This design comes from an exercise in tuning for small area on the open sky130 flow, not from production work.
The RTL was checked by simulation tests, not by an equivalence proof against the original design.

// change_heat
module change_heat(
	input clk,
	input rst,  
	input button1,  
	input button2,  
	input toggle_oven,
	input toggle_time_temp,
	input toggle_set,
	output reg [6:0] hex3,
	output reg [6:0] hex2,
	output reg [6:0] hex1,
	output reg [6:0] hex0,
	output reg temp_reached,
	output reg timer_reached);
Settings: LEC_CHECK=0, CAP_MARGIN=20, CORE_MARGIN=2, CORE_UTILIZATION=40, SLEW_MARGIN=20; clock period 16.0 ns.
standard.sh (not shown) runs the stock make flow with config.mk's settings and CLKGATE_MAP_FILE= SYNTH_SCRIPT=/design/flow/synth_recipe.tcl, a recipe that flattens the netlist after the stock synthesis.
==> flow/flow/run.sh <==
#!/bin/bash
# Own flow: the standard synthesis, then the combinational logic re-mapped
# for area by ABC (flip-flops and their names untouched; several seeds, the
# smallest kept), then the standard layout steps with small port buffers
# and a clock tree of clkbuf_8 without dummy loads.
set -euo pipefail
R=$PWD/orfs/results/$FLOW_PLATFORM/change_heat/base
LIB=$FLOW_HOME/platforms/$FLOW_PLATFORM/lib/sky130_fd_sc_hd__tt_025C_1v80.lib
SEEDS=${SEEDS:-1 2 3 4}
DEEP_T=${DEEP_T:-90}
bash standard.sh $R/1_2_yosys.v > synth.log 2>&1
cp $R/1_2_yosys.v $PWD/standard_synth.v
for s in $SEEDS; do
  printf 'strash\n&get -n\n&deepsyn -T %s -S %s\n&put\namap\ntopo\n' $DEEP_T $s > area_$s.abc
  sed -e "s|LIBFILE|$LIB|g" -e "s|IN_NETLIST|$PWD/standard_synth.v|" \
      -e "s|OUT_NETLIST|$PWD/reopt_$s.v|" -e "s|ABCSCRIPT|$PWD/area_$s.abc|" \
      flow/reopt.ys > reopt_$s.ys
  ( yosys -s reopt_$s.ys > reopt_$s.log 2>&1
    yosys -p "read_liberty -lib $LIB; read_verilog $PWD/reopt_$s.v; hierarchy -top $FLOW_TOP; tee -o $PWD/stat_$s.txt stat -liberty $LIB" > stat_$s.log 2>&1 ) &
done
wait
best=""; besta=""
for s in $SEEDS; do
  a=$(grep "Chip area" stat_$s.txt | head -1 | awk '{print $NF}')
  echo "seed $s area $a" >> reopt_choice.txt
  if [[ -n "$a" ]] && { [[ -z "$besta" ]] || python3 -c "import sys; sys.exit(0 if $a < $besta else 1)"; }; then best=$s; besta=$a; fi
done
echo "chosen seed $best area $besta" >> reopt_choice.txt
cp reopt_$best.v $R/1_2_yosys.v
CTS="${CTS:--sink_clustering_enable -repair_clock_nets -dont_use_dummy_load -buf_list sky130_fd_sc_hd__clkbuf_8}"
bash standard.sh "BUFFER_PORTS_ARGS=-buffer_cell sky130_fd_sc_hd__buf_1" "CTS_ARGS=$CTS" finish > layout.log 2>&1
==> flow/flow/reopt.ys <==
# Re-map the combinational logic of the standard synthesis netlist for area.
# The flip-flops (and their instance names) are kept as they are.
read_liberty -ignore_miss_func LIBFILE
read_verilog IN_NETLIST
hierarchy -top change_heat
setattr -mod -set keep_hierarchy 1 sky130_fd_sc_hd__df* sky130_fd_sc_hd__edf* sky130_fd_sc_hd__sdf* sky130_fd_sc_hd__dl*
flatten
delete t:$scopeinfo
select change_heat
opt_clean
opt -fast
abc -liberty LIBFILE -dont_use *lpflow* -dont_use *probe* -script ABCSCRIPT
opt_clean -purge
hilomap -singleton -hicell sky130_fd_sc_hd__conb_1 HI -locell sky130_fd_sc_hd__conb_1 LO
insbuf -buf sky130_fd_sc_hd__buf_4 A X
splitnets
opt_clean -purge
select -clear
blackbox sky130_fd_sc_hd__*
write_verilog -noattr -nohex -nodec -selected OUT_NETLIST
Rerun with:
--- a/flow/design.v
+++ b/flow/design.v
@@ -92,16 +92,15 @@
 					if (!gb) gq <= gq - 1'b1;
 				end
 			end
 		end
 	end
 	wire ur0 = ur == 3'd0;
-	wire [7:0] dq = {1'b0, uq} - {1'b0, gq};
-	wire q_eq = dq == 8'd0, q_up = dq == 8'd1, q_dn = dq == 8'hff;
-	wire o_lt = {ub, ur} < {gb, gr};
-	wire heat_val = dq[7] || (q_eq && o_lt);
+	wire [8:0] dk = {1'b0, uq, ub} - {1'b0, gq, gb};
+	wire k_eq = dk == 9'd0, k_up = dk == 9'd1, k_dn = dk == 9'h1ff;
+	wire heat_val = dk[8] || (k_eq && ur < gr);
 	always @(posedge clk) begin
 		if (rst) begin
 			uq <= 7'd6; ub <= 0; ur <= 0;
 		end else if (heat_tick) begin
 			if (heat_val) begin  
 				if (uq == 7'd102) uq <= 0;
@@ -118,18 +117,14 @@
 					ub <= ub ^ ur0;
 					if (ur0 && !ub) uq <= uq - 1'b1;
 				end
 			end
 		end
 	end
-	wire uo0 = !ub && ur == 3'd0, uo9 = ub && ur == 3'd4;
-	wire go0 = !gb && gr == 3'd0, go9 = gb && gr == 3'd4;
-	wire o_eq = ub == gb && ur == gr;
-	wire o_up = (ub == gb && ur == gr + 3'd1) || (!gb && gr == 3'd4 && ub && ur == 3'd0);
-	wire o_gp = (ub == gb && gr == ur + 3'd1) || (!ub && ur == 3'd4 && gb && gr == 3'd0);
-	wire near = (q_eq && (o_eq || o_up || o_gp)) || (q_up && uo0 && go9) || (q_dn && go0 && uo9);
+	wire near = (k_eq && (ur == gr || ur == gr + 3'd1 || gr == ur + 3'd1)) ||
+		(k_up && ur == 3'd0 && gr == 3'd4) || (k_dn && ur == 3'd4 && gr == 3'd0);
 	wire goal_ge2 = (gq != 0) || gb || (gr >= 3'd2);
 	reg [5:0] nm; reg [2:0] n1; reg n0b; reg [2:0] n0r;
 	reg [5:0] cm; reg [2:0] c1; reg c0b; reg [2:0] c0r;
 	wire [2:0] num1 = d[3:1];
 	wire n0z = !n0b && n0r == 3'd0;
 	wire ns_zero = n0z && n1 == 3'd0;
@@ -212,12 +207,32 @@
 			4'd7: seg = 7'b1111000;
 			4'd8: seg = 7'b0000000;
 			4'd9: seg = 7'b0010000;
 			default: seg = 7'b1111111;
 		endcase
 	endfunction
+	function [6:0] seg9(input [3:0] v);
+		case (v)
+			4'd0: seg9 = 7'b1000000;
+			4'd1: seg9 = 7'b1111001;
+			4'd2: seg9 = 7'b0100100;
+			4'd3: seg9 = 7'b0110000;
+			4'd4: seg9 = 7'b0011001;
+			4'd5: seg9 = 7'b0010010;
+			4'd6: seg9 = 7'b0000010;
+			4'd7: seg9 = 7'b1111000;
+			4'd8: seg9 = 7'b0000000;
+			4'd9: seg9 = 7'b0010000;
+			4'd10: seg9 = 7'b1101111;
+			4'd11: seg9 = 7'b1111011;
+			4'd12: seg9 = 7'b1001111;
+			4'd13: seg9 = 7'b1111011;
+			4'd14: seg9 = 7'b1101111;
+			default: seg9 = 7'b1111011;
+		endcase
+	endfunction
 	function [6:0] seg5(input b, input [2:0] r);
 		case ({b, r})
 			4'd0: seg5 = 7'b1000000;
 			4'd1: seg5 = 7'b1111001;
 			4'd2: seg5 = 7'b0100100;
 			4'd3: seg5 = 7'b0110000;
@@ -228,9 +243,9 @@
 			4'd11: seg5 = 7'b0000000;
 			4'd12: seg5 = 7'b0010000;
 			default: seg5 = 7'b1111111;
 		endcase
 	endfunction
 	always @(*) begin
-		hex3 = seg3(h3); hex2 = seg(h2); hex1 = seg(h1); hex0 = seg5(h0b, h0r);
+		hex3 = seg3(h3); hex2 = seg(h2); hex1 = seg9(h1); hex0 = seg5(h0b, h0r);
 	end
 endmodule
After rerunning: Routed wire length climbs by 1.8%. Count of clock-buffer cells in the layout stays the same. Sequential cell count is unchanged. Area after synthesis went up by 0.58%. Clock skew stays flat.

==> afterwards: timing with drivers on the ports <==
In the flow no input, the clock included, has a driving cell. The finished layouts below were timed again as built, in two steps. Step 1 (the two cells are an assumption about what drives the block):
set clk [get_ports {clk}]
set_driving_cell -lib_cell sky130_fd_sc_hd__clkbuf_16 $clk
set_driving_cell -lib_cell sky130_fd_sc_hd__buf_2 [delete_from_list [all_inputs] $clk]
Step 2 moves the port delays by t, midway between the first and last clock arrival at a register: inputs arrive t later, outputs are due t later. That takes back most of the time a late clock gives input paths. a / b / c = ideal ports / drivers / drivers and shift; a / b = the first two.
run | t (ns) | setup WS [ns] | worst hold slack (ns) | clock arrival spread, ns | cell pins on the clock port's net
the first run | 0.397 | 3.818 / 3.796 / 3.796 | 0.417 / 0.417 / 0.417 | 0.020 / 0.019 | 1
the second run | 0.396 | 3.183 / 3.137 / 3.137 | 0.407 / 0.407 / 0.407 | 0.021 / 0.020 | 1
After both steps every run listed still meets setup and hold. The setup slack of the second run, which loses most, moves by -0.046 ns with the drivers and by -0.046 ns with both steps.
